From an optimization exercise on the open Yosys and OpenROAD flow, aimed at small area, a short achievable clock period and few clock cycles; shortcuts taken in it are not production practice. Function was checked by simulation only, so behaviour that the tests miss may differ from the original.

**design/flow/flow/run.sh**
```bash
#!/bin/bash
# The standard ORFS flow (the standard.sh): synthesis unchanged, then the
# layout with plain buffers instead of delay cells on the ports, a clock tree
# without dummy loads, and no x4 XOR cells (timing repair buffers long nets
# instead). The make output goes to synth.log and flow.log; each ORFS step keeps
# its own log under orfs/logs.
set -euo pipefail
bash standard.sh synth > synth.log 2>&1
# the platform's don't-use list plus the x4 XOR cells
dont=$(python3 -c 'import re,sys; s=open(sys.argv[1]).read(); m=re.search(r"export DONT_USE_CELLS \+=((?:.*\\\n)*.*\n)", s); print(" ".join(m.group(1).replace("\\\n", " ").split()))' "$FLOW_HOME/platforms/sky130hd/config.mk")
dont="$dont sky130_fd_sc_hd__xor2_4 sky130_fd_sc_hd__xnor2_4 sky130_fd_sc_hd__buf_12 sky130_fd_sc_hd__buf_16 sky130_fd_sc_hd__xor2_2 sky130_fd_sc_hd__xnor2_2"
echo "DONT_USE_CELLS=$dont" > dont_use.log
export BUFFER_PORTS_ARGS="-buffer_cell sky130_fd_sc_hd__buf_2"
export GLOBAL_PLACEMENT_ARGS="-timing_driven_nets_percentage 100 -timing_driven_net_weight_max 8 -timing_driven_net_reweight_overflow {79 64 49 29 20}"
export CTS_ARGS="-sink_clustering_enable -repair_clock_nets -dont_use_dummy_load -sink_clustering_size 20 -sink_clustering_max_diameter 80"
bash standard.sh "DONT_USE_CELLS=$dont" finish > flow.log 2>&1
```
**design/flow/constraint.sdc**
```tcl
create_clock -name core_clock -period 5.5 [get_ports {clk}]
set_input_delay 1.1000 -clock core_clock [delete_from_list [all_inputs] [get_ports {clk}]]
set_output_delay 1.1000 -clock core_clock [all_outputs]
set_load 0.01 [all_outputs]
```
**design/flow/design.v**
```verilog
module keccak(clk, reset, in, in_ready, is_last, byte_num, buffer_full, out, out_ready);
    input              clk, reset;
    input      [31:0]  in;
    input              in_ready, is_last;
    input      [1:0]   byte_num;
    output             buffer_full;
    output     [511:0] out;
    output reg         out_ready;
    reg       [1599:0] st;      
    reg        [17:0]  wsel;    
    reg        [55:0]  gsel;    
    reg        [4:0]   rnd;     
    reg                perm;    
    reg                fin;     
    reg                bf;      
    wire               accept = in_ready & ~bf;
    wire               blk_end = accept & (is_last | wsel[17]);
    wire               last_rnd = perm & (rnd == 5'd23);
    wire               spec = accept & is_last & (byte_num == 2'd0);
    wire               perm_n = blk_end | (perm & ~last_rnd);
    wire       [7:0]   go;      
    wire               fin_n = fin | (accept & is_last);
    wire       [31:0]  word, w;
    wire       [63:0]  rc;
    wire     [1599:0]  bo, absorbed, st_next;
    wire       [6:0]   b0r;
    wire       [63:0]  p, p2, h;    
    assign buffer_full = bf;
    padder1 padder1_ (in, is_last, byte_num, word);
    assign w = {word[7:0], word[15:8], word[23:16], word[31:24]};
    rconst rconst_ (rnd, rc);
    round  round_  (st, spec, gsel, rc, bo, b0r);
    function [17:0] gmk;
        input integer k;
        case (k)
          0: gmk = 18'h00100;
          1: gmk = 18'h00101;
          2: gmk = 18'h00200;
          3: gmk = 18'h00202;
          4: gmk = 18'h00401;
          5: gmk = 18'h00405;
          6: gmk = 18'h00500;
          7: gmk = 18'h00802;
          8: gmk = 18'h0080a;
          9: gmk = 18'h00a00;
          10: gmk = 18'h01004;
          11: gmk = 18'h01014;
          12: gmk = 18'h01104;
          13: gmk = 18'h01105;
          14: gmk = 18'h01401;
          15: gmk = 18'h01504;
          16: gmk = 18'h02008;
          17: gmk = 18'h02028;
          18: gmk = 18'h02208;
          19: gmk = 18'h0220a;
          20: gmk = 18'h02802;
          21: gmk = 18'h02a08;
          22: gmk = 18'h04010;
          23: gmk = 18'h04050;
          24: gmk = 18'h04110;
          25: gmk = 18'h04150;
          26: gmk = 18'h04411;
          27: gmk = 18'h04415;
          28: gmk = 18'h05004;
          29: gmk = 18'h05411;
          30: gmk = 18'h08020;
          31: gmk = 18'h080a0;
          32: gmk = 18'h08220;
          33: gmk = 18'h082a0;
          34: gmk = 18'h08822;
          35: gmk = 18'h0882a;
          36: gmk = 18'h0a008;
          37: gmk = 18'h0a822;
          38: gmk = 18'h10040;
          39: gmk = 18'h10140;
          40: gmk = 18'h10441;
          41: gmk = 18'h10541;
          42: gmk = 18'h11044;
          43: gmk = 18'h11054;
          44: gmk = 18'h14010;
          45: gmk = 18'h14110;
          46: gmk = 18'h15044;
          47: gmk = 18'h20080;
          48: gmk = 18'h20280;
          49: gmk = 18'h20882;
          50: gmk = 18'h20a82;
          51: gmk = 18'h22088;
          52: gmk = 18'h220a8;
          53: gmk = 18'h28020;
          54: gmk = 18'h28220;
          55: gmk = 18'h2a088;
          default: gmk = 18'h00000;
        endcase
    endfunction
    wire       [17:0]  wsel_n = reset ? 18'd1 : ~accept ? wsel : blk_end ? 18'd1 : {wsel[16:0], 1'b0};
    genvar q;
    generate
      for (q = 0; q < 56; q = q + 1) begin : GS
        always @ (posedge clk)
          gsel[q] <= |(wsel_n & gmk(q));
      end
    endgenerate
    always @ (posedge clk)
      wsel <= wsel_n;
    always @ (posedge clk)
      if (reset) begin
        rnd <= 0; perm <= 0; fin <= 0; bf <= 0; out_ready <= 0;
      end else begin
        perm <= perm_n;
        fin <= fin_n;
        bf <= perm_n | fin_n;
        if (perm)
          rnd <= last_rnd ? 5'd0 : rnd + 5'd1;
        else if (spec)
          rnd <= 5'd1;
        if (last_rnd & fin)
          out_ready <= 1;
      end
    genvar j, k;
    generate
      for (j = 0; j < 18; j = j + 1) begin : ABS
        wire e = accept & wsel[j];
        for (k = 0; k < 32; k = k + 1) begin : B
          if (j == 17 && k == 31)
            assign absorbed[32*j + k] = st[32*j + k] ^ (w[k] & e) ^ (accept & is_last);
          else
            kab ab (st[32*j + k], w[k], e, absorbed[32*j + k]);
        end
      end
    endgenerate
    assign absorbed[1599:576] = st[1599:576];
    generate
      for (j = 0; j < 8; j = j + 1) begin : GO
        kgo g (perm, bf, in_ready, is_last, byte_num, go[j]);
      end
      for (j = 0; j < 64; j = j + 1) begin : CT
        kctl ct (go[j / 8], reset, p[j], p2[j], h[j]);
      end
      for (j = 0; j < 1600; j = j + 1) begin : NX
        localparam integer L = j / 64, Z = j % 64, X = L % 5, Y = L / 5;
        localparam integer R = (Z == 0) ? 0 : (Z == 1) ? 1 : (Z == 3) ? 2 : (Z == 7) ? 3
                             : (Z == 15) ? 4 : (Z == 31) ? 5 : (Z == 63) ? 6 : -1;
        wire a = (L == 0 && R >= 0) ? b0r[R < 0 ? 0 : R] : bo[j];
        knx nx (p[Z], p2[Z], a, bo[64*((X+1)%5 + 5*Y) + Z], bo[64*((X+2)%5 + 5*Y) + Z],
                h[Z], absorbed[j], st_next[j]);
      end
    endgenerate
    always @ (posedge clk)
      st <= st_next;
    generate
      for (j = 0; j < 64; j = j + 1) begin : OUT
        assign out[511-8*j -: 8] = st[8*j +: 8];
      end
    endgenerate
endmodule
module padder1(in, is_last, byte_num, out);
    input      [31:0] in;
    input             is_last;
    input      [1:0]  byte_num;
    output     [31:0] out;
    genvar b;
    generate
      for (b = 0; b < 4; b = b + 1) begin : B
        wire keep = ~is_last | (byte_num > b);
        wire pad  = is_last & (byte_num == b);
        assign out[31-8*b -: 8] = (in[31-8*b -: 8] & {8{keep}}) | (8'h06 & {8{pad}});
      end
    endgenerate
endmodule
module ksel(p, a, h, s, y);
    input p, a, h, s;
    output y;
    assign y = (p & a) | (h & s);
endmodule
module kpn(p, b, c, y);
    input p, b, c;
    output y;
    assign y = p & ~b & c;
endmodule
module knx(p, p2, a, b, c, h, s, y);
    input p, p2, a, b, c, h, s;
    output y;
    wire u, v;
    ksel sl (p, a, h, s, u);
    kpn  pn (p2, b, c, v);
    kx2  xo (u, v, y);
endmodule
module kab(s, w, e, y);
    input s, w, e;
    output y;
    assign y = s ^ (w & e);
endmodule
module kgo(perm, bf, in_ready, is_last, byte_num, go);
    input perm, bf, in_ready, is_last;
    input [1:0] byte_num;
    output go;
    assign go = perm | (in_ready & ~bf & is_last & (byte_num == 2'd0));
endmodule
module kp(go, reset, p);
    input go, reset;
    output p;
    assign p = go & ~reset;
endmodule
module kctl(go, reset, p, p2, h);
    input go, reset;
    output p, p2, h;
    kp k1 (go, reset, p);
    kp k2 (go, reset, p2);
    assign h = ~go & ~reset;
endmodule
module rconst(r, rc);
    input      [4:0]  r;
    output reg [63:0] rc;
    always @ (*)
      case (r)
        5'd0:    rc = 64'h0000000000000001;
        5'd1:    rc = 64'h0000000000008082;
        5'd2:    rc = 64'h800000000000808A;
        5'd3:    rc = 64'h8000000080008000;
        5'd4:    rc = 64'h000000000000808B;
        5'd5:    rc = 64'h0000000080000001;
        5'd6:    rc = 64'h8000000080008081;
        5'd7:    rc = 64'h8000000000008009;
        5'd8:    rc = 64'h000000000000008A;
        5'd9:    rc = 64'h0000000000000088;
        5'd10:   rc = 64'h0000000080008009;
        5'd11:   rc = 64'h000000008000000A;
        5'd12:   rc = 64'h000000008000808B;
        5'd13:   rc = 64'h800000000000008B;
        5'd14:   rc = 64'h8000000000008089;
        5'd15:   rc = 64'h8000000000008003;
        5'd16:   rc = 64'h8000000000008002;
        5'd17:   rc = 64'h8000000000000080;
        5'd18:   rc = 64'h000000000000800A;
        5'd19:   rc = 64'h800000008000000A;
        5'd20:   rc = 64'h8000000080008081;
        5'd21:   rc = 64'h8000000000008080;
        5'd22:   rc = 64'h0000000080000001;
        5'd23:   rc = 64'h8000000080008008;
        default: rc = 64'h0;
      endcase
endmodule
module kx2(a, b, y);
    input a, b;
    output y;
    assign y = a ^ b;
endmodule
module round(in, spec, gsel, rc, bo, b0r);
    input  [1599:0] in;
    input           spec;    
    input  [55:0]   gsel;    
    input  [63:0]   rc;      
    output [1599:0] bo;     
    output [6:0]    b0r;    
    wire   [63:0]   c01[0:4], c23[0:4], c4[0:4], c[0:4], d[0:4];
    wire   [63:0]   b[0:24];
    wire [1599:0]   t;
    wire   [63:0]   b0;      
    wire [1599:0]   g;       
    wire [1599:0]   ae;      
    genvar x, y, z;
    function integer rho;
        input integer k;
        case (k)
          0: rho = 0;   1: rho = 1;   2: rho = 62;  3: rho = 28;  4: rho = 27;
          5: rho = 36;  6: rho = 44;  7: rho = 6;   8: rho = 55;  9: rho = 20;
          10: rho = 3;  11: rho = 10; 12: rho = 43; 13: rho = 25; 14: rho = 39;
          15: rho = 41; 16: rho = 45; 17: rho = 15; 18: rho = 21; 19: rho = 8;
          20: rho = 18; 21: rho = 2;  22: rho = 61; 23: rho = 56; default: rho = 14;
        endcase
    endfunction
    function integer gidx;
        input integer i;     
        case (i)
          1: gidx = 1;
          2: gidx = 13;
          3: gidx = 10;
          33: gidx = 3;
          34: gidx = 19;
          35: gidx = 16;
          65: gidx = 5;
          66: gidx = 27;
          67: gidx = 22;
          97: gidx = 8;
          98: gidx = 35;
          99: gidx = 30;
          128: gidx = 56;
          129: gidx = 11;
          130: gidx = 43;
          131: gidx = 38;
          161: gidx = 17;
          162: gidx = 52;
          163: gidx = 47;
          193: gidx = 23;
          194: gidx = 25;
          195: gidx = 0;
          225: gidx = 31;
          226: gidx = 33;
          227: gidx = 2;
          257: gidx = 39;
          258: gidx = 41;
          259: gidx = 4;
          289: gidx = 48;
          290: gidx = 50;
          291: gidx = 7;
          319: gidx = 56;
          321: gidx = 6;
          322: gidx = 15;
          323: gidx = 10;
          353: gidx = 9;
          354: gidx = 21;
          355: gidx = 16;
          385: gidx = 14;
          386: gidx = 29;
          387: gidx = 22;
          417: gidx = 20;
          418: gidx = 37;
          419: gidx = 30;
          448: gidx = 56;
          449: gidx = 28;
          450: gidx = 46;
          451: gidx = 38;
          481: gidx = 36;
          482: gidx = 55;
          483: gidx = 47;
          513: gidx = 44;
          514: gidx = 45;
          515: gidx = 0;
          545: gidx = 53;
          546: gidx = 54;
          547: gidx = 2;
          575: gidx = 56;
          577: gidx = 38;
          578: gidx = 40;
          579: gidx = 4;
          609: gidx = 47;
          610: gidx = 49;
          611: gidx = 7;
          639: gidx = 56;
          641: gidx = 0;
          642: gidx = 12;
          643: gidx = 10;
          673: gidx = 2;
          674: gidx = 18;
          675: gidx = 16;
          705: gidx = 4;
          706: gidx = 26;
          707: gidx = 22;
          737: gidx = 7;
          738: gidx = 34;
          739: gidx = 30;
          768: gidx = 56;
          769: gidx = 10;
          770: gidx = 42;
          771: gidx = 38;
          801: gidx = 16;
          802: gidx = 51;
          803: gidx = 47;
          833: gidx = 22;
          834: gidx = 24;
          835: gidx = 0;
          865: gidx = 30;
          866: gidx = 32;
          867: gidx = 2;
          897: gidx = 38;
          898: gidx = 40;
          899: gidx = 4;
          929: gidx = 47;
          930: gidx = 49;
          931: gidx = 7;
          959: gidx = 56;
          961: gidx = 0;
          962: gidx = 12;
          963: gidx = 10;
          993: gidx = 2;
          994: gidx = 18;
          995: gidx = 16;
          1025: gidx = 4;
          1026: gidx = 26;
          1027: gidx = 22;
          1057: gidx = 7;
          1058: gidx = 34;
          1059: gidx = 30;
          1088: gidx = 56;
          1089: gidx = 10;
          1090: gidx = 42;
          1091: gidx = 38;
          1121: gidx = 16;
          1122: gidx = 51;
          1123: gidx = 47;
          1153: gidx = 22;
          1154: gidx = 24;
          1155: gidx = 0;
          1185: gidx = 30;
          1186: gidx = 32;
          1187: gidx = 2;
          1217: gidx = 38;
          1218: gidx = 40;
          1219: gidx = 4;
          1249: gidx = 47;
          1250: gidx = 49;
          1251: gidx = 7;
          1279: gidx = 56;
          1281: gidx = 0;
          1282: gidx = 12;
          1283: gidx = 10;
          1313: gidx = 2;
          1314: gidx = 18;
          1315: gidx = 16;
          1345: gidx = 4;
          1346: gidx = 26;
          1347: gidx = 22;
          1377: gidx = 7;
          1378: gidx = 34;
          1379: gidx = 30;
          1408: gidx = 56;
          1409: gidx = 10;
          1410: gidx = 42;
          1411: gidx = 38;
          1441: gidx = 16;
          1442: gidx = 51;
          1443: gidx = 47;
          1473: gidx = 22;
          1474: gidx = 24;
          1475: gidx = 0;
          1505: gidx = 30;
          1506: gidx = 32;
          1507: gidx = 2;
          1537: gidx = 38;
          1538: gidx = 40;
          1539: gidx = 4;
          1569: gidx = 47;
          1570: gidx = 49;
          1571: gidx = 7;
          1599: gidx = 56;
          default: gidx = -1;
        endcase
    endfunction
    generate
      for (y = 0; y < 5; y = y + 1) begin : GY
        for (x = 0; x < 5; x = x + 1) begin : GX
          for (z = 0; z < 64; z = z + 1) begin : Z
            if (gidx(64*(x+5*y) + z) >= 0) begin : F
              if (gidx(64*(x+5*y) + z) == 56)
                assign g[64*(x+5*y) + z] = spec;
              else
                assign g[64*(x+5*y) + z] = spec & gsel[gidx(64*(x+5*y) + z) % 56];
              kx2 xg (in[64*(x+5*y) + z], g[64*(x+5*y) + z], ae[64*(x+5*y) + z]);
            end else begin : N
              assign g[64*(x+5*y) + z] = 1'b0;
              assign ae[64*(x+5*y) + z] = in[64*(x+5*y) + z];
            end
          end
        end
      end
      for (x = 0; x < 5; x = x + 1) begin : TC
        for (z = 0; z < 64; z = z + 1) begin : Z
          kx2 x01 (in[64*x + z],      in[64*(x+5) + z],  c01[x][z]);
          kx2 x23 (in[64*(x+10) + z], in[64*(x+15) + z], c23[x][z]);
          kx2 x03 (c01[x][z], c23[x][z], c4[x][z]);
          kx2 x04 (c4[x][z], in[64*(x+20) + z], c[x][z]);
        end
      end
      for (x = 0; x < 5; x = x + 1) begin : TD
        for (z = 0; z < 64; z = z + 1) begin : Z
          kx2 xd (c[(x+4)%5][z], c[(x+1)%5][(z+63)%64], d[x][z]);
        end
      end
      for (y = 0; y < 5; y = y + 1) begin : RY
        for (x = 0; x < 5; x = x + 1) begin : RX
          for (z = 0; z < 64; z = z + 1) begin : Z
            kx2 xt (ae[64*(x+5*y) + z], d[x][z], t[64*(x+5*y) + z]);
          end
          assign b[y + 5*((2*x+3*y)%5)] = {t[64*(x+5*y) +: 64], t[64*(x+5*y) +: 64]} >> (64 - rho(x+5*y));
        end
      end
      for (z = 0; z < 64; z = z + 1) begin : IO
        if (z == 0 || z == 1 || z == 3 || z == 7 || z == 15 || z == 31 || z == 63) begin : K
          wire ar;
          if (gidx(z) >= 0)
            kx2 xa (in[z], g[z] ^ rc[z], ar);
          else
            kx2 xa (in[z], rc[z], ar);
          kx2 xb (ar, d[0][z], b0[z]);
        end else begin : N
          assign b0[z] = b[0][z];
        end
      end
      for (x = 0; x < 25; x = x + 1) begin : BO
        assign bo[64*x +: 64] = b[x];
      end
      assign b0r = {b0[63], b0[31], b0[15], b0[7], b0[3], b0[1], b0[0]};
    endgenerate
endmodule
```
**design/flow/standard.sh**
```bash
#!/bin/bash
# synth_recipe.tcl (not shown) runs the flow's synth.tcl, then flattens the netlist and writes it again
# the make line also repeats each setting of config.mk as NAME=value (left out here)
make -C /OpenROAD-flow-scripts/flow DESIGN_CONFIG=/design/flow/config.mk WORK_HOME=/design/flow/orfs CLKGATE_MAP_FILE= SYNTH_SCRIPT=/design/flow/synth_recipe.tcl "${@:-finish}"
```
**design/flow/config.mk**
```make
export PLATFORM = sky130hd
export DESIGN_NAME = keccak
export DESIGN_NICKNAME = keccak
export VERILOG_FILES = /design/flow/design.v
export SDC_FILE = /design/flow/constraint.sdc
export NUM_CORES = 8
export LEC_CHECK = 0
export CAP_MARGIN = 15
export CORE_MARGIN = 2
export CORE_UTILIZATION = 40
export GPL_ROUTABILITY_DRIVEN = 1
export GPL_TIMING_DRIVEN = 1
export PLACE_DENSITY = 0.5
export SETUP_SLACK_MARGIN = 2.5
export SLEW_MARGIN = 15
export SYNTH_HIERARCHICAL = 1
```
==> key figures, run 1 <==
Global routing
  – Initial antenna violation count: 246
  – Largest net degree at the start of global routing: 64
  – Grt ovf: 0
  – GRT met2 Usage: 72.49%
  – M1 GR Usage: 64.95%
  – Global route hottest layer: met2
  – Wire length of the first global-routing pass: 1101 mm
  – GRT Util Overall: 55.45%
  – Vias in the first global route: 101953
  – GR Util met3: 25.62%

Clock network
  – Clock-pin slew on the worst setup and hold paths: 0.08 ns
  – Hold_buf cts: 0
  – Clk buf depth: 4
  – Worst skew pair latency: 0.96 ns
  – CTS Sinks: 1681
  – Root buf cell: clkbuf_16
  – CTS tree: yes
  – Num CTS Buffers: 154
  – H-tree depth: 4

Timing
  – Hold Violations, Final: 0
  – Final setup viols: 0
  – Worst Max-Slew Pin Slew: 1.376 ns
  – Fmax: 318.2 MHz
  – Setup ws final: 2.358 ns
  – Slew Viols, Final: 0
  – Relative slew margins: 8.240%
  – Worst-case clock skew: 0.08211 ns
  – Crit path time final: 3.142 ns
  – Setup TNS: 0 ns
  – Unrepaired setup endpoints after global routing: yes
  – Tcrit/Tclk final: 57.13%

Logic synthesis
  – Synthesized area: 120800 um2
  – Average size of a mapped cell: 9.983 um2
  – Mapped Cells: 12103
  – Ys Warns: 9
  – Syn Nets: 12149

Placement
  – GPL Wtd Cong: 1.137
  – HPWL after detailed placement: 742.3 mm
  – Worst slack, placed: 0.9378 ns
  – Port bufs: 551

Die
  – Die Ht: 553.6 um
  – Die width: 553.6 um
  – Core area: 300300 um2
  – Total die area: 306500 um2
  – Starting density of the core: 40.24%
  – I/O Pins: 552
  – Rows: 201

Worst setup path
  – Crit path buf inv count: 1
  – Critical path's slowest cell: xor2_1
  – CP Cell Sequence: xor2_1 -> xor2_1 -> xor2_1 -> xor2_1 -> buf_4 -> xor2_1 -> and3b_1 -> xor2_1
  – Element type at the critical path end: flip-flop
  – Crit. Startpoint: st[1128]
  – Worst R2R End: st[705]
  – Cells on worst reg2reg path: 8
  – Worst EP arrival: 3.96 ns
  – R2r setup slk: 2.36 ns
  – Max Fanout on Critical Path: 3
  – Largest stage delay, worst path: 0.80 ns
  – Worst Path Required: 6.32 ns
  – CP startpoint kind: flip-flop
  – CP delay by family, top: XOR/XNOR gates
  – Critical R2R Launch: st[1128]
  – Crit-path most repeated cell: xor2_1
  – Critical path class: reg2reg

Drt
  – 1st-iter DRT viols: 19562
  – Final wirelength: 895.3 mm
  – DR vias/cell: 6.354
  – # DRC: 0
  – Pre-antenna DRT Iters: 8
  – Routed WL per cell: 47.94 um
  – Antenna-violating nets left: 0
  – Vias: 118658

Final layout
  – Commonest non-fill, non-tap cell in the layout: xor2_1
  – Multi-input gate area: 84040 um2
  – NumNets Final: 14522
  – Register area: 33770 um2
  – Fillers: 29358
  – Share of layout cells above drive strength 1: 22.69%
  – Post-Route Utilization: 47.86%
  – Commonest non-fill, non-tap cells in the layout: 4975 x xor2_1, 1666 x buf_2, 1604 x dfxtp_1
  – Area Overhead vs Synth: 18.94%

Status
  – Outcome: no timing/DRC/antenna violations

Worst hold path
  – Hold Crit Endpoint: out_ready
  – Hold_sp: out_ready
  – Worst min-delay path class: reg2reg
  – Worst Hold Path Cells: 2

Flow run
  – Max-cap violation count: 0
-- registers in the layout, indices dropped and copies added (netlist names) --
name and flops:
st 1600, wsel 18, rnd 5, fin 1, bf 1, gsel 54
perm 1, out_ready 1
-- worst register-to-register path: cells and delay by family (launching register included) --
family                    cells  cell delay (ns)
xor gates and xnor gates      6             2.22
DFF                           1             0.41
buffers and inverters         1             0.16
and+or+nand+nor               1             0.29
-- layout make-up --
cell class,instances,share of cell area [%]
Multi-Input combinational cell,9896,58.48
Clock buffer,154,2.682
Antenna cell,244,0.4249
Timing Repair Buffer,2728,11.43
Sequential cell,1681,23.50
Inverter,15,0.04179
Tap cell,3958,3.446
-- timing repair --
action                      CTS  global route
buffers inserted           1146           256
setup endpoints to repair  1603          1232
gates cloned                 10            20
gates resized for setup     110           194
pin swaps                   566            82
-- per-stage QoR --
| stage | hold WS (ns) | instance area [um2] | std cells |
|---|---|---|---|
| 6_report | 0.4817 | 143700 | 18676 |
| 3_5_place_dp | 0.4675 | 128900 | 16840 |
| 3_3_place_gp | 0.4701 | 128800 | 16831 |
| 4_1_cts | 0.4851 | 140600 | 18150 |
| 5_1_grt | 0.5063 | 143100 | 18443 |
| 2_1_floorplan | 0.4456 | 120900 | 12103 |
-- worst max-delay path by stage --
stage / to / depth (start not counted)
after floorplan: st[1036] / 12
after global placement: st[1338] / 11
after detailed placement: st[1594] / 11
after CTS: st[275] / 7
after global routing: st[568] / 7
final: st[705] / 8
-- layer usage --
layer  wire length, um  up-vias
li1                  -    46260
met1            317600    59977
met2            331600     9955
met3            136400     2418
met4            108400       48
met5              1157        -
Testbench counts, summed over its fixed seeds: cycles 7,376.
==> inputs of run 2 (changes only) <==
==> design/flow/config.mk (replaced) <==
export PLATFORM = sky130hd
export DESIGN_NAME = keccak
export DESIGN_NICKNAME = keccak
export VERILOG_FILES = /design/flow/design.v
export SDC_FILE = /design/flow/constraint.sdc
export NUM_CORES = 8
export LEC_CHECK = 0
export CAP_MARGIN = 30
export CORE_MARGIN = 2
export CORE_UTILIZATION = 40
export GPL_ROUTABILITY_DRIVEN = 1
export GPL_TIMING_DRIVEN = 1
export PLACE_DENSITY = 0.5
export SETUP_SLACK_MARGIN = 2.5
export SLEW_MARGIN = 30
export SYNTH_HIERARCHICAL = 1
==> run 2 against run 1 <==
  * Die area stayed put
  * First-iteration DRC count decreased by 0.42%
  * Clock-buffer cell count rose by 3
  * Setup slack lost 0.045 ns
  * Via count about the same
  * Global-route usage barely moved
  * Highest routed layer unchanged
  * Still clean on timing, DRC and antenna
  * Critical path depth up 2
  * Final area is 0.13% higher
  * Flip-flop and latch count stayed put
  * Register-to-register slack worse by 0.05 ns
==> key figures, run 2 <==
Status
  – Outcome: no timing/DRC/antenna violations

Placement
  – Port bufs: 551 (unchanged)
  – GPL Wtd Cong: 1.137 (unchanged)
  – HPWL after detailed placement: 742.9 mm (about the same)

Flow run
  – Max-cap violation count: 0 (unchanged)

Drt
  – Antenna-violating nets left: 0 (unchanged)
  – Pre-antenna DRT Iters: 6 (-2)
  – DR vias/cell: 6.357 (about the same)
  – 1st-iter DRT viols: 19479 (-0.42%)
  – # DRC: 0 (unchanged)
  – Vias: 118614 (-0.037%)
  – Routed WL per cell: 47.88 um (-0.12%)
  – Final wirelength: 893.4 mm (-0.21%)

Timing
  – Crit path time final: 3.187 ns (+0.04513 ns)
  – Relative slew margins: 18.91% (+11 points)
  – Tcrit/Tclk final: 57.95% (+0.82 points)
  – Unrepaired setup endpoints after global routing: yes
  – Fmax: 313.7 MHz (-1.4%)
  – Slew Viols, Final: 0 (unchanged)
  – Final hold slack: 0.4824 ns (+0.0006920 ns)
  – Setup TNS: 0 ns (unchanged)
  – Worst-case clock skew: 0.08706 ns (+0.004948 ns)
  – Worst Max-Slew Pin Slew: 1.216 ns (-0.1600 ns)
  – Final setup viols: 0 (unchanged)
  – Hold Violations, Final: 0 (unchanged)

Worst setup path
  – Critical path class: reg2reg
  – Largest stage delay, worst path: 0.62 ns (-0.18 ns)
  – CP Cell Sequence: xor2_1 -> xor2_1 -> xor2_1 -> xor2_1 -> buf_4 -> buf_4 -> xor2_1 -> buf_2 -> and3b_1 -> xor2_1
  – Crit-path most repeated cell: xor2_1
  – Max Fanout on Critical Path: 4 (+1)
  – CP startpoint kind: flip-flop
  – Element type at the critical path end: flip-flop
  – CP delay by family, top: XOR/XNOR gates
  – Worst EP arrival: 4.00 ns (+0.04 ns)
  – Worst Path Required: 6.32 ns (about the same)
  – Critical path's slowest cell: dfxtp_1
  – Crit path buf inv count: 3 (+2)

Clock network
  – CTS tree: yes
  – H-tree depth: 4 (unchanged)
  – Num CTS Buffers: 157 (+1.9%)
  – Root buf cell: clkbuf_16
  – CTS Sinks: 1681 (unchanged)
  – Hold_buf cts: 0 (unchanged)
  – Clock-pin slew on the worst setup and hold paths: 0.09 ns (about the same)
  – Worst skew pair latency: 0.96 ns (about the same)
  – Clk buf depth: 4 (unchanged)

Die
  – Starting density of the core: 40.24% (unchanged)
  – I/O Pins: 552 (unchanged)
  – Total die area: 306500 um2 (unchanged)
  – Core area: 300300 um2 (unchanged)
  – Die Ht: 553.6 um (unchanged)
  – Die width: 553.6 um (unchanged)
  – Rows: 201 (unchanged)

Final layout
  – Commonest non-fill, non-tap cells in the layout: 4975 x xor2_1, 1612 x buf_2, 1610 x dfxtp_1
  – NumNets Final: 14500 (-0.15%)
  – Max reg flops: 1600 (unchanged)
  – Largest regs: st x1600, gsel x54, wsel x18
  – Largest register by flop count: st
  – Commonest non-fill, non-tap cell in the layout: xor2_1
  – Share of layout cells above drive strength 1: 22.52% (-0.17 points)
  – Area Overhead vs Synth: 19.09%

Logic synthesis
  – Mapped Cells: 12103 (unchanged)
  – Ys Warns: 9 (unchanged)
  – Syn Nets: 12149 (unchanged)
  – Synthesized area: 120800 um2 (unchanged)
  – Average size of a mapped cell: 9.983 um2 (unchanged)

Global routing
  – Vias in the first global route: 102558 (+0.59%)
  – GRT Util Overall: 55.42% (about the same)
  – Grt ovf: 0 (unchanged)
  – Initial antenna violation count: 255 (+3.7%)
  – Largest net degree at the start of global routing: 66 (+3.1%)
  – Wire length of the first global-routing pass: 1104 mm (+0.24%)

Worst hold path
  – Worst min-delay path class: reg2reg
-- run 2: changes by cell type in the layout (fill, tap and decap cells not counted), moves of 2 or more --
cell,delta
clkbuf_16,+4
dfxtp_4,-2
dfxtp_1,+6
nor2_4,+24
diode_2,+5
dfxtp_2,-4
nor2b_4,+7
nor2b_2,-8
clkbuf_4,-14
nor2_2,-24
buf_4,+42
buf_2,-54
ha_1,+2
-- run 2: worst paths after layout --
kind	to	slack [ns]	startpoint	cells past startpoint
worst min-delay path	out_ready	0.48	out_ready	2
worst max-delay path	st[966]	2.31	st[290]	10
worst min register to register	out_ready	0.48	out_ready	2
worst max register to register	st[966]	2.31	st[290]	10
-- run 2: tightest hold or removal path, stage by stage (launching register included) --
cell,delay [ns]
dfxtp_1,0.33
a41oi_1,0.05
nor2_1,0.07
-- run 2: timing repair --
| item | CTS | global route |
|---|---|---|
| endpoints found under the setup margin | 1601 | 1117 |
| gates cloned | 21 | 7 |
| setup buffers | 1014 | 233 |
| resized for setup | 114 | 161 |
| pin swaps | 472 | 69 |
-- run 2: stage by stage --
stage / setup slack [ns] / area [um2] / cells / utilization, %
2_1_floorplan: 2.078 / 120900 / 12103 / -
3_3_place_gp: 1.006 / 128800 / 16831 / 42.89
3_5_place_dp: 0.9235 / 130200 / 16977 / 43.37
4_1_cts: 2.497 / 141200 / 18169 / 47.04
5_1_grt: 2.476 / 143300 / 18426 / 47.73
6_report: 2.313 / 143900 / 18659 / 47.92
-- run 2: cell type report --
type	instances	area, um2
Multi-Input combinational cell	9895	84190
Antenna cell	249	623.1
Clock buffer	157	3929
Inverter	15	56.30
Fill cell	29362	156400
Tap cell	3958	4952
Timing Repair Buffer	2704	16390
Sequential cell	1681	33750
-- run 2: metal layers --
| layer | global-route usage [%] | up-vias | share of wire, % |
|---|---|---|---|
| met5 | 1.360 | - | 0.12 |
| met4 | 54.61 | 58 | 12 |
| met3 | 26.85 | 2558 | 15 |
| met2 | 72.18 | 9763 | 37 |
| met1 | 64.25 | 60028 | 36 |
| li1 | - | 46207 | - |
==> inputs of run 3 (changes only) <==
--- a/design/flow/config.mk
+++ b/design/flow/config.mk
@@ -11,6 +11,6 @@
 export GPL_ROUTABILITY_DRIVEN = 1
 export GPL_TIMING_DRIVEN = 1
 export PLACE_DENSITY = 0.5
-export SETUP_SLACK_MARGIN = 2.5
+export SETUP_SLACK_MARGIN = 3.0
 export SLEW_MARGIN = 30
 export SYNTH_HIERARCHICAL = 1
==> run 3 against run 2 <==
  * Die area did not move
  * Clock-buffer cell count shrank 4
  * Wire length increased by 12%
  * Final area is 25% higher
  * Global-route usage grew 5.3 points
  * Critical path depth increased by 1
  * Hold slack lost 0.0070 ns
  * Non-clock buffer count increased by 2900
  * Highest routed layer unchanged
==> key figures, run 3 <==
Timing
  – Setup TNS: 0 ns (unchanged)
  – Worst-case clock skew: 0.08858 ns (+0.001522 ns)
  – Unrepaired setup endpoints after global routing: yes
  – Tcrit/Tclk final: 53.00% (-4.9 points)
  – Final setup viols: 0 (unchanged)
  – Worst Max-Slew Pin Slew: 0.9734 ns (-0.2430 ns)
  – Relative slew margins: 34.97% (+16 points)
  – Crit path time final: 2.915 ns (-0.2722 ns)
  – Slew Viols, Final: 0 (unchanged)
  – Hold Violations, Final: 0 (unchanged)
  – Fmax: 343.0 MHz (+9.3%)

Global routing
  – Grt ovf: 0 (unchanged)
  – Initial antenna violation count: 200 (-22%)
  – GRT Util Overall: 60.73% (+5.3 points)
  – Vias in the first global route: 117939 (+15%)
  – Wire length of the first global-routing pass: 1219 mm (+10%)
  – Largest net degree at the start of global routing: 77 (+17%)

Die
  – Rows: 201 (unchanged)
  – Die width: 553.6 um (unchanged)
  – Total die area: 306500 um2 (unchanged)
  – Die Ht: 553.6 um (unchanged)
  – Starting density of the core: 40.24% (unchanged)
  – Core area: 300300 um2 (unchanged)
  – I/O Pins: 552 (unchanged)

Worst setup path
  – Largest stage delay, worst path: 0.67 ns (+0.05 ns)
  – CP Cell Sequence: nor2b_4 -> nand2_4 -> nor3_4 -> buf_6 -> buf_8 -> and2_4 -> xor2_1 -> xor2_1 -> buf_6 -> and3b_1 -> xor2_1
  – CP delay by family, top: XOR/XNOR gates
  – Critical path's slowest cell: xor2_1
  – Worst Path Required: 6.34 ns (+0.02 ns)
  – Crit-path most repeated cell: xor2_1
  – Max Fanout on Critical Path: 6 (+2)
  – Element type at the critical path end: flip-flop
  – CP startpoint kind: flip-flop
  – Crit path buf inv count: 3 (unchanged)
  – Worst EP arrival: 3.76 ns (-0.24 ns)
  – Critical path class: reg2reg

Logic synthesis
  – Ys Warns: 9 (unchanged)
  – Synthesized area: 120800 um2 (unchanged)
  – Syn Nets: 12149 (unchanged)
  – Mapped Cells: 12103 (unchanged)
  – Average size of a mapped cell: 9.983 um2 (unchanged)

Final layout
  – Commonest non-fill, non-tap cell in the layout: xor2_1
  – Area Overhead vs Synth: 48.40%
  – Share of layout cells above drive strength 1: 40.95% (+18 points)
  – NumNets Final: 17622 (+22%)
  – Final Cell Area: 179300 um2 (+25%)
  – Commonest non-fill, non-tap cells in the layout: 4975 x xor2_1, 1933 x buf_6, 1774 x buf_4
  – Largest register by flop count: st
  – Largest regs: st x1600, gsel x54, wsel x18
  – Final std cells w/o fill: 21765 (+17%)
  – Post-Route Utilization: 59.71% (+12 points)
  – Max reg flops: 1600 (unchanged)

Placement
  – Port bufs: 551 (unchanged)
  – Area after DPL: 130200 um2 (about the same)
  – GPL Wtd Cong: 1.150 (+1.2%)
  – Dpl cells: 16964 (-0.077%)
  – HPWL after detailed placement: 742.2 mm (about the same)

Clock network
  – CTS Sinks: 1681 (unchanged)
  – Num CTS Buffers: 153 (-2.5%)
  – CTS tree: yes
  – H-tree depth: 4 (unchanged)
  – Clk buf depth: 4 (unchanged)
  – Worst skew pair latency: 0.97 ns (about the same)
  – Clock-pin slew on the worst setup and hold paths: 0.08 ns (about the same)
  – Root buf cell: clkbuf_16

Drt
  – 1st-iter DRT viols: 24573 (+26%)
  – Pre-antenna DRT Iters: 9 (+3)
  – DR vias/cell: 6.403 (+0.73%)
  – # DRC: 0 (unchanged)
  – Antenna-violating nets left: 0 (unchanged)
  – Vias: 139371 (+17%)
  – Routed WL per cell: 46.09 um (-3.7%)
  – Final wirelength: 1003 mm (+12%)

Status
  – Outcome: no timing/DRC/antenna violations

Worst hold path
  – Worst min-delay path class: reg2reg

Flow run
  – Max-cap violation count: 0 (unchanged)
-- run 3: cell types whose count changed in the layout (fill, tap and decap cells not counted), moves of 31 or more --
cell and change:
buf_6 +1918, buf_2 +114, buf_8 +76, clkbuf_4 -57, dfxtp_4 +553, and2_1 -31, buf_4 +794, dfxtp_2 +210
and2_4 +44, nor2_4 +63, nor2b_4 +141, dfxtp_1 -763
-- run 3: path summary, 6_finish.rpt --
check | startpoint | endpoint | slack [ns] | cells after the start
worst max-delay path | bf | st[648] | 2.58 | 11
worst min register to register | fin | fin | 0.48 | 2
worst min-delay path | fin | fin | 0.48 | 2
worst max register to register | bf | st[648] | 2.58 | 11
-- run 3: timing repair --
item	in CTS	in global routing
setup endpoints to repair	2114	1867
pin swaps	1134	2180
resized for setup	3124	1842
setup buffers	3077	1055
cloned	212	70
hold buffers	0	0
-- run 3: through the flow --
step                setup WS (ns)  hold slack (ns)
floorplan                   2.082           0.4456
detailed placement          1.045           0.4597
finish                      2.585           0.4754
global route                2.605           0.4999
global placement           0.9421           0.4715
CTS                         2.741           0.4759
-- run 3: final cells by class --
cell class                 count  area (um2)
fill                       26278      121000
multi-input combinational  10121       87390
timing repair buffer        5604       46400
sequential                  1681       36090
tap                         3958        4952
clock buffer                 153        3829
antenna                      233       583.1
inverter                      15       56.30
-- run 3: per-layer routing --
layer | share of wire [%] | vias to the layer above | track usage [%]
li1 | - | 52817 | -
met1 | 33 | 68505 | 65.38
met2 | 36 | 13543 | 77.22
met3 | 18 | 4410 | 37.36
met4 | 13 | 96 | 63.98
met5 | 0.40 | - | 2.875
-- run 3: worst min-delay path, cell delays in order, from the launching register on --
cell     delay (ns)
dfxtp_1        0.30
inv_1          0.06
a21oi_1        0.05
==> inputs of run 4 (changes only) <==
--- a/design/flow/flow/run.sh
+++ b/design/flow/flow/run.sh
@@ -12,5 +12,6 @@
 echo "DONT_USE_CELLS=$dont" > dont_use.log
 export BUFFER_PORTS_ARGS="-buffer_cell sky130_fd_sc_hd__buf_2"
 export GLOBAL_PLACEMENT_ARGS="-timing_driven_nets_percentage 100 -timing_driven_net_weight_max 8 -timing_driven_net_reweight_overflow {79 64 49 29 20}"
+export SKIP_GATE_CLONING=1
 export CTS_ARGS="-sink_clustering_enable -repair_clock_nets -dont_use_dummy_load -sink_clustering_size 20 -sink_clustering_max_diameter 80"
 bash standard.sh "DONT_USE_CELLS=$dont" finish > flow.log 2>&1
--- a/design/flow/config.mk
+++ b/design/flow/config.mk
@@ -11,6 +11,6 @@
 export GPL_ROUTABILITY_DRIVEN = 1
 export GPL_TIMING_DRIVEN = 1
 export PLACE_DENSITY = 0.5
-export SETUP_SLACK_MARGIN = 3.0
+export SETUP_SLACK_MARGIN = 2.75
 export SLEW_MARGIN = 30
 export SYNTH_HIERARCHICAL = 1
==> run 4 against run 3 <==
  * Still clean
  * Sequential share of layout area grew 2.8 points
  * Flip-flop and latch count is the same
  * Area after synthesis is the same
  * First-iteration DRC count shrank 18%
  * Clock-buffer cell count shrank 1
  * Setup slack lost 0.024 ns
==> key figures, run 4 <==
Die
  – Starting density of the core: 40.24% (unchanged)
  – Die width: 553.6 um (unchanged)
  – Die Ht: 553.6 um (unchanged)
  – Core area: 300300 um2 (unchanged)
  – I/O Pins: 552 (unchanged)
  – Rows: 201 (unchanged)
  – Total die area: 306500 um2 (unchanged)

Worst setup path
  – CP Cell Sequence: xor2_1 -> xor2_1 -> xor2_1 -> xor2_1 -> buf_4 -> xor2_1 -> buf_4 -> and3b_1 -> xor2_1
  – CP startpoint kind: flip-flop
  – Critical path's slowest cell: dfxtp_4
  – Worst EP arrival: 3.75 ns (about the same)
  – CP delay by family, top: XOR/XNOR gates
  – Max Fanout on Critical Path: 5 (-1)
  – Element type at the critical path end: flip-flop
  – Critical path class: reg2reg
  – Crit-path most repeated cell: xor2_1
  – Crit path buf inv count: 2 (-1)
  – Worst Path Required: 6.31 ns (-0.03 ns)
  – Largest stage delay, worst path: 0.39 ns (-0.28 ns)

Global routing
  – GRT Util Overall: 56.18% (-4.6 points)
  – Largest net degree at the start of global routing: 39 (-49%)
  – Wire length of the first global-routing pass: 1121 mm (-8.1%)
  – Vias in the first global route: 106029 (-10%)
  – Grt ovf: 0 (unchanged)
  – Initial antenna violation count: 248 (+24%)

Flow run
  – Max-cap violation count: 0 (unchanged)

Final layout
  – Post-Route Utilization: 50.05% (-9.7 points)
  – Largest regs: st x1600, gsel x54, wsel x18
  – Register area: 34420 um2 (-4.6%)
  – Max reg flops: 1600 (unchanged)
  – Fillers: 28762 (+9.5%)
  – Share of layout cells above drive strength 1: 28.37% (-13 points)
  – Multi-input gate area: 83910 um2 (-4.0%)
  – NumNets Final: 15144 (-14%)
  – Largest register by flop count: st
  – Final Cell Area: 150300 um2 (-16%)
  – Commonest non-fill, non-tap cell in the layout: xor2_1
  – Area Overhead vs Synth: 24.38%
  – Commonest non-fill, non-tap cells in the layout: 4975 x xor2_1, 1600 x a22o_1, 1596 x and3b_1

Timing
  – Fmax: 340.2 MHz (-0.82%)
  – Worst-case clock skew: 0.04834 ns (-0.04024 ns)
  – Crit path time final: 2.939 ns (+0.02411 ns)
  – Tcrit/Tclk final: 53.44% (+0.44 points)
  – Hold Violations, Final: 0 (unchanged)
  – Slew Viols, Final: 0 (unchanged)
  – Relative slew margins: 24.38% (-11 points)
  – Final hold slack: 0.4758 ns (+0.0004670 ns)
  – Worst Max-Slew Pin Slew: 1.134 ns (+0.1609 ns)
  – Setup TNS: 0 ns (unchanged)
  – Final setup viols: 0 (unchanged)
  – Unrepaired setup endpoints after global routing: yes

Logic synthesis
  – Synthesized area: 120800 um2 (unchanged)
  – Mapped Cells: 12103 (unchanged)
  – Average size of a mapped cell: 9.983 um2 (unchanged)
  – Ys Warns: 9 (unchanged)
  – Syn Nets: 12149 (unchanged)

Drt
  – Vias: 122168 (-12%)
  – Final wirelength: 909.6 mm (-9.3%)
  – Antenna-violating nets left: 0 (unchanged)
  – # DRC: 0 (unchanged)
  – Routed WL per cell: 47.10 um (+2.2%)
  – 1st-iter DRT viols: 20178 (-18%)
  – DR vias/cell: 6.326 (-1.2%)
  – Pre-antenna DRT Iters: 6 (-3)

Clock network
  – CTS tree: yes
  – Clock-pin slew on the worst setup and hold paths: 0.08 ns (about the same)
  – H-tree depth: 4 (unchanged)
  – Root buf cell: clkbuf_16
  – CTS Sinks: 1681 (unchanged)
  – Num CTS Buffers: 152 (-0.65%)
  – Hold_buf cts: 0 (unchanged)
  – Clk buf depth: 4 (unchanged)
  – Worst skew pair latency: 0.93 ns (-0.04 ns)

Placement
  – Port bufs: 551 (unchanged)
  – Area after DPL: 130100 um2 (about the same)
  – GPL Wtd Cong: 1.158 (+0.64%)
  – HPWL after detailed placement: 743.5 mm (+0.17%)

Status
  – Outcome: no timing/DRC/antenna violations

Worst hold path
  – Worst min-delay path class: reg2reg
==> run 4: per-layer routing <==
layer	up-vias	part of all wire, %	GRT usage, %
met4	54	12	56.39
met2	10591	37	72.56
li1	47508	-	-
met1	61280	35	64.91
met3	2735	16	27.84
met5	-	0.071	0.6251
==> run 4: repair_timing <==
item	CTS	global route
pin swaps	652	219
buffers inserted	1529	401
gates resized for setup	615	673
cloned	0	0
endpoints found under the setup margin	1860	1371
==> run 4: path summary, 6_finish.rpt <==
kind / start / endpoint / slack (ns) / cells after the start
max reg2reg: st[465] / st[1288] / 2.56 / 9
min reg2reg: out_ready / out_ready / 0.48 / 2
min: out_ready / out_ready / 0.48 / 2
max: st[465] / st[1288] / 2.56 / 9
==> run 4: stage by stage <==
step                      setup WS, ns  instances
after floorplan                  2.082      12103
after global placement          0.9689      16857
after detailed placement        0.8766      16972
after CTS                        2.684      18653
after global routing             2.625      19067
final                            2.561      19312
==> run 4: tightest hold or removal path, delay by kind of cell, from the launching register on <==
kind               cells  cell delay [ns]
and+or+nand+nor        1             0.07
DFF                    1             0.33
AOI/OAI and AO/OA      1             0.05
==> run 4: cell type report <==
cell class / count / area share, %
flip-flops and latches: 1681 / 22.90
inverters: 15 / 0.03996
repair buffers: 3381 / 14.97
diodes: 258 / 0.4296
multi-input cells: 9867 / 55.84
clock buffers: 152 / 2.531
well taps: 3958 / 3.295
==> inputs of run 5 (changes only) <==
--- a/design/flow/flow/run.sh
+++ b/design/flow/flow/run.sh
@@ -12,6 +12,5 @@
 echo "DONT_USE_CELLS=$dont" > dont_use.log
 export BUFFER_PORTS_ARGS="-buffer_cell sky130_fd_sc_hd__buf_2"
 export GLOBAL_PLACEMENT_ARGS="-timing_driven_nets_percentage 100 -timing_driven_net_weight_max 8 -timing_driven_net_reweight_overflow {79 64 49 29 20}"
-export SKIP_GATE_CLONING=1
 export CTS_ARGS="-sink_clustering_enable -repair_clock_nets -dont_use_dummy_load -sink_clustering_size 20 -sink_clustering_max_diameter 80"
 bash standard.sh "DONT_USE_CELLS=$dont" finish > flow.log 2>&1
==> run 5 against run 4 <==
  * Hold slack is essentially flat
  * Still clean on timing, DRC and antenna
  * Area after synthesis unchanged
  * Die area unchanged
  * Sequential share of layout area about the same
  * Synthesized cell count stayed put
  * Wire length up 0.98%
  * Critical path depth is 4 lower
  * Global-route usage grew 0.41 points
==> key figures, run 5 <==
Drt
  – # DRC: 0 (unchanged)
  – Vias: 122881 (+0.58%)
  – Routed WL per cell: 47.55 um (+0.96%)
  – DR vias/cell: 6.362 (+0.57%)
  – Pre-antenna DRT Iters: 6 (unchanged)
  – Final wirelength: 918.5 mm (+0.98%)
  – 1st-iter DRT viols: 19994 (-0.91%)
  – Antenna-violating nets left: 0 (unchanged)

Timing
  – Tcrit/Tclk final: 53.37% (-0.069 points)
  – Fmax: 340.7 MHz (+0.13%)
  – Final setup viols: 0 (unchanged)
  – Relative slew margins: 22.91% (-1.5 points)
  – Worst Max-Slew Pin Slew: 1.156 ns (+0.02200 ns)
  – Setup ws final: 2.565 ns (+0.003820 ns)
  – Worst-case clock skew: 0.06413 ns (+0.01579 ns)
  – Slew Viols, Final: 0 (unchanged)
  – Hold Violations, Final: 0 (unchanged)
  – Unrepaired setup endpoints after global routing: yes
  – Setup TNS: 0 ns (unchanged)
  – Crit path time final: 2.935 ns (-0.003820 ns)
  – Final hold slack: 0.4754 ns (-0.0004030 ns)

Clock network
  – Worst skew pair latency: 0.94 ns (about the same)
  – Num CTS Buffers: 152 (unchanged)
  – Root buf cell: clkbuf_16
  – Clock-pin slew on the worst setup and hold paths: 0.07 ns (about the same)
  – CTS Sinks: 1681 (unchanged)
  – H-tree depth: 4 (unchanged)
  – CTS tree: yes
  – Clk buf depth: 4 (unchanged)
  – Hold_buf cts: 0 (unchanged)

Global routing
  – Vias in the first global route: 106107 (+0.074%)
  – GRT Util Overall: 56.59% (+0.41 points)
  – Initial antenna violation count: 231 (-6.9%)
  – Grt ovf: 0 (unchanged)
  – Largest net degree at the start of global routing: 46 (+18%)
  – Wire length of the first global-routing pass: 1129 mm (+0.75%)

Logic synthesis
  – Synthesized area: 120800 um2 (unchanged)
  – Average size of a mapped cell: 9.983 um2 (unchanged)
  – Syn Nets: 12149 (unchanged)
  – Mapped Cells: 12103 (unchanged)
  – Ys Warns: 9 (unchanged)

Die
  – I/O Pins: 552 (unchanged)
  – Die Ht: 553.6 um (unchanged)
  – Die width: 553.6 um (unchanged)
  – Total die area: 306500 um2 (unchanged)
  – Core area: 300300 um2 (unchanged)
  – Rows: 201 (unchanged)
  – Starting density of the core: 40.24% (unchanged)

Placement
  – Port bufs: 551 (unchanged)
  – GPL Wtd Cong: 1.158 (unchanged)
  – HPWL after detailed placement: 743.5 mm (unchanged)
  – Worst slack, placed: 0.8766 ns (unchanged)
  – Dpl cells: 16972 (unchanged)
  – Area after DPL: 130100 um2 (unchanged)

Final layout
  – Largest register by flop count: st
  – Largest regs: st x1600, gsel x54, wsel x18
  – Area Overhead vs Synth: 24.67%
  – Commonest non-fill, non-tap cell in the layout: xor2_1
  – Commonest non-fill, non-tap cells in the layout: 4975 x xor2_1, 1600 x a22o_1, 1597 x and3b_1
  – NumNets Final: 15126 (-0.12%)
  – Share of layout cells above drive strength 1: 28.27% (-0.099 points)
  – Final Cell Area: 150600 um2 (+0.23%)
  – Final std cells w/o fill: 19315 (+0.016%)
  – Max reg flops: 1600 (unchanged)
  – Post-Route Utilization: 50.16% (+0.11 points)

Worst setup path
  – Worst R2R End: st[1288]
  – CP startpoint kind: input pin
  – R2r setup slk: 2.57 ns (about the same)
  – Critical R2R Launch: st[465]
  – Critical path class: in2reg
  – Largest stage delay, worst path: 0.83 ns (+0.44 ns)
  – Worst Path Required: 6.29 ns (-0.02 ns)
  – Max Fanout on Critical Path: 40 (+35)
  – Cells on worst reg2reg path: 9 (unchanged)
  – Critical path's slowest cell: buf_6
  – CP Cell Sequence: buf_8 -> buf_6 -> nor2b_4 -> a22o_1 -> xor2_1
  – Element type at the critical path end: flip-flop
  – Worst EP arrival: 3.73 ns (-0.02 ns)

Worst hold path
  – Worst Hold Path Cells: 2 (unchanged)
  – Worst min-delay path class: reg2reg
  – Hold Crit Endpoint: out_ready
  – Hold_sp: out_ready

Status
  – Outcome: no timing/DRC/antenna violations

Flow run
  – Max-cap violation count: 0 (unchanged)
==> run 5: cell count changes in the layout (fill, tap and decap cells not counted), moves of 10 or more <==
cell	before	now
nor2b_4	135	198
nor2b_2	12	31
diode_2	258	279
buf_2	1482	1472
buf_4	1536	1464
buf_6	159	130
==> run 5: worst max-delay path by stage <==
stage,start,to,slack (ns),cells past startpoint
floorplan,in_ready,st[1036],2.08,12
global placement,is_last,st[231],0.97,10
detailed placement,is_last,st[231],0.88,10
CTS,st[465],st[1052],2.72,10
global route,st[265],st[1281],2.57,10
finish,reset,st[794],2.56,5
==> run 5: cell type report <==
class / instances / area, um2
Sequential cell: 1681 / 34430
Clock buffer: 152 / 3804
Inverter: 15 / 56.30
Tap cell: 3958 / 4952
Multi-Input combinational cell: 9955 / 85040
Fill cell: 28803 / 149700
Antenna cell: 279 / 698.2
Timing Repair Buffer: 3275 / 21650
==> run 5: layer usage <==
| layer | global-route usage (%) | wire [um] | share of wire, % | vias up |
|---|---|---|---|---|
| li1 | - | - | - | 47573 |
| met2 | 73.13 | 339500 | 37 | 10705 |
| met3 | 29.78 | 145600 | 16 | 2845 |
| met5 | 0.7032 | 2285 | 0.25 | - |
| met1 | 64.43 | 322600 | 35 | 61680 |
| met4 | 56.40 | 108500 | 12 | 78 |
==> run 5: critical path: cells and delay by family <==
kind	cells	cell delay (ns)
XOR/XNOR	1	0.16
buffers and inverters	2	1.33
AND/OR/NAND/NOR	1	0.34
AO/OA/AOI/OAI	1	0.35
==> run 5: what timing repair did <==
action	CTS	global route
endpoints found under the setup margin	1860	1425
setup buffers	1460	359
pin swaps	650	202
cloned	53	39
resized for setup	658	711
==> inputs of run 6 (changes only) <==
--- a/design/flow/flow/run.sh
+++ b/design/flow/flow/run.sh
@@ -12,5 +12,6 @@
 echo "DONT_USE_CELLS=$dont" > dont_use.log
 export BUFFER_PORTS_ARGS="-buffer_cell sky130_fd_sc_hd__buf_2"
 export GLOBAL_PLACEMENT_ARGS="-timing_driven_nets_percentage 100 -timing_driven_net_weight_max 8 -timing_driven_net_reweight_overflow {79 64 49 29 20}"
+export SKIP_GATE_CLONING=1
 export CTS_ARGS="-sink_clustering_enable -repair_clock_nets -dont_use_dummy_load -sink_clustering_size 20 -sink_clustering_max_diameter 80"
 bash standard.sh "DONT_USE_CELLS=$dont" finish > flow.log 2>&1
--- a/design/flow/config.mk
+++ b/design/flow/config.mk
@@ -8,7 +8,7 @@
 export CAP_MARGIN = 30
 export CORE_MARGIN = 2
 export CORE_UTILIZATION = 40
-export GPL_ROUTABILITY_DRIVEN = 1
+export GPL_ROUTABILITY_DRIVEN = 0
 export GPL_TIMING_DRIVEN = 1
 export PLACE_DENSITY = 0.5
 export SETUP_SLACK_MARGIN = 2.75
==> run 6 against run 5 <==
  * Still clean
  * Non-clock buffer count fell by 129
  * Via count is 2.0% lower
  * Clock-buffer cell count shrank 10
  * Area after synthesis unchanged
  * Critical path depth rose by 6
  * Sequential share of layout area grew 0.29 points
  * Critical path type is now reg2reg
==> key figures, run 6 <==
Status
  – Outcome: no timing/DRC/antenna violations

Drt
  – 1st-iter DRT viols: 20532 (+2.7%)
  – Final wirelength: 826.2 mm (-10%)
  – Pre-antenna DRT Iters: 9 (+3)
  – Antenna-violating nets left: 0 (unchanged)
  – DR vias/cell: 6.314 (-0.75%)
  – Routed WL per cell: 43.32 um (-8.9%)
  – Vias: 120414 (-2.0%)
  – # DRC: 0 (unchanged)

Timing
  – Setup TNS: 0 ns (unchanged)
  – Unrepaired setup endpoints after global routing: yes
  – Worst Max-Slew Pin Slew: 1.168 ns (+0.01174 ns)
  – Final setup viols: 0 (unchanged)
  – Hold Violations, Final: 0 (unchanged)
  – Fmax: 325.0 MHz (-4.6%)
  – Relative slew margins: 22.13% (-0.78 points)
  – Tcrit/Tclk final: 55.95% (+2.6 points)
  – Slew Viols, Final: 0 (unchanged)
  – Worst-case clock skew: 0.1192 ns (+0.05505 ns)
  – Final hold slack: 0.4875 ns (+0.01208 ns)
  – Crit path time final: 3.077 ns (+0.1418 ns)

Clock network
  – CTS Sinks: 1681 (unchanged)
  – Worst skew pair latency: 0.93 ns (about the same)
  – CTS tree: yes
  – H-tree depth: 4 (unchanged)
  – Clock-pin slew on the worst setup and hold paths: 0.09 ns (+0.02 ns)
  – Hold_buf cts: 0 (unchanged)
  – Root buf cell: clkbuf_16
  – Clk buf depth: 4 (unchanged)
  – Num CTS Buffers: 142 (-6.6%)

Logic synthesis
  – Mapped Cells: 12103 (unchanged)
  – Synthesized area: 120800 um2 (unchanged)
  – Ys Warns: 9 (unchanged)
  – Average size of a mapped cell: 9.983 um2 (unchanged)
  – Syn Nets: 12149 (unchanged)

Die
  – Core area: 300300 um2 (unchanged)
  – Rows: 201 (unchanged)
  – Die width: 553.6 um (unchanged)
  – Total die area: 306500 um2 (unchanged)
  – Die Ht: 553.6 um (unchanged)
  – I/O Pins: 552 (unchanged)
  – Starting density of the core: 40.24% (unchanged)

Final layout
  – Register area: 34250 um2 (-0.52%)
  – NumNets Final: 14899 (-1.5%)
  – Largest register by flop count: st
  – Multi-input gate area: 83870 um2 (-1.4%)
  – Commonest non-fill, non-tap cells in the layout: 4975 x xor2_1, 1600 x and3b_1, 1600 x a22o_1
  – Post-Route Utilization: 49.28% (-0.89 points)
  – Area Overhead vs Synth: 22.46%
  – Share of layout cells above drive strength 1: 26.58% (-1.7 points)
  – Largest regs: st x1600, gsel x54, wsel x18
  – Commonest non-fill, non-tap cell in the layout: xor2_1
  – Max reg flops: 1600 (unchanged)
  – Fillers: 28697 (-0.37%)

Worst setup path
  – Critical path class: reg2reg
  – Cells on worst reg2reg path: 11 (+2)
  – R2r setup slk: 2.42 ns (-0.15 ns)
  – Element type at the critical path end: flip-flop
  – Worst EP arrival: 3.87 ns (+0.14 ns)
  – Worst Path Required: 6.30 ns (about the same)
  – Max Fanout on Critical Path: 3 (-93%)
  – Worst R2R End: st[660]
  – CP startpoint kind: flip-flop
  – Critical R2R Launch: st[398]

Global routing
  – Initial antenna violation count: 229 (-0.87%)
  – Grt ovf: 0 (unchanged)
  – Vias in the first global route: 103398 (-2.6%)
  – GRT Util Overall: 50.89% (-5.7 points)
  – Wire length of the first global-routing pass: 1031 mm (-8.6%)
  – Largest net degree at the start of global routing: 42 (-8.7%)

Placement
  – HPWL after detailed placement: 666.6 mm (-10%)
  – Port bufs: 551 (unchanged)

Flow run
  – Max-cap violation count: 0 (unchanged)

Worst hold path
  – Worst min-delay path class: reg2reg
  – Hold_sp: fin
  – Hold Crit Endpoint: fin
  – Worst Hold Path Cells: 2 (unchanged)
run 6: area by class of cell:
| class | instances | area share, % |
|---|---|---|
| tap | 3958 | 3.347 |
| multi-input combinational | 9867 | 56.68 |
| inverter | 15 | 0.03805 |
| antenna | 262 | 0.4431 |
| timing repair buffer | 3146 | 13.94 |
| sequential | 1681 | 23.15 |
| clock buffer | 142 | 2.402 |
run 6: worst max-delay path by stage:
stage	from	slack (ns)	to	cells after the start
after detailed placement	in_ready	1.02	st[47]	10
final	st[398]	2.42	st[660]	11
after floorplan	in_ready	2.08	st[1036]	12
after global routing	st[328]	2.54	st[349]	11
after global placement	byte_num[1]	1.04	st[205]	8
after CTS	st[398]	2.61	st[1117]	10
run 6: timing repair:
action                     4_1_cts  5_1_grt
cloned                           0        0
pin swaps                      703      184
setup endpoints to repair     1807     1315
buffers inserted              1471      369
resized for setup              461      488
run 6: critical path, cell delays in order, from the launching register on:
cell     delay (ns)
dfxtp_2        0.33
xor2_1         0.68
xor2_1         0.23
xor2_1         0.22
buf_2          0.16
xor2_1         0.23
buf_2          0.16
buf_6          0.12
xor2_1         0.24
buf_6          0.24
and3b_1        0.21
xor2_1         0.14
run 6: per-stage QoR:
stage | setup WS, ns | area [um2] | std cells
3_3_place_gp | 1.039 | 127900 | 16669
5_1_grt | 2.544 | 147400 | 18830
2_1_floorplan | 2.082 | 121100 | 12103
3_5_place_dp | 1.019 | 129500 | 16826
4_1_cts | 2.612 | 143700 | 18439
6_report | 2.423 | 148000 | 19071
run 6: routing by layer:
layer  vias to the layer above  track usage, %  wire [um]
li1                      47024               -          -
met1                     59423           57.25     280000
met2                     10773           65.17     299200
met3                      3098           28.32     140000
met4                        96           50.32     103900
met5                         -           5.110       3014

==> separate check: timing with driven ports <==
The flow's constraints put no driver on any port. The routed layouts listed below were extracted and timed again, unchanged, in two steps. Step 1, drivers: a clkbuf_16 drives clk and a buf_2 each remaining input, both assumed. Step 2 adds t to the input delays and takes it off the output delays; t is the mean of the earliest and latest rising clock arrival at the registers after step 1. Input paths then give back, and output paths get back, about the clock's delay inside the block. Three values: no drivers, after step 1, after step 2; two values: the first two.
run	shift t [ns]	setup slack, ns	worst setup path at the end	clock arrival spread, ns	worst slew at a driven data input, ns
run 1	1.038	2.358 / 2.358 / 1.506	input to register	0.083 / 0.083	0.05
run 2	1.030	2.313 / 2.313 / 1.524	input to register	0.087 / 0.087	0.05
run 3	1.050	2.585 / 2.585 / 1.612	input to register	0.092 / 0.093	0.15
run 4	1.029	2.561 / 2.561 / 1.774	input to register	0.049 / 0.050	0.05
run 5	1.024	2.565 / 2.559 / 1.610	input to register	0.066 / 0.065	0.05
run 6	0.999	2.423 / 2.423 / 1.728	input to register	0.123 / 0.123	0.05
After both steps setup and hold are still met in every run listed. The setup slack of run 3, which loses most, moves by 0.000 ns with the drivers and by -0.973 ns with both steps.
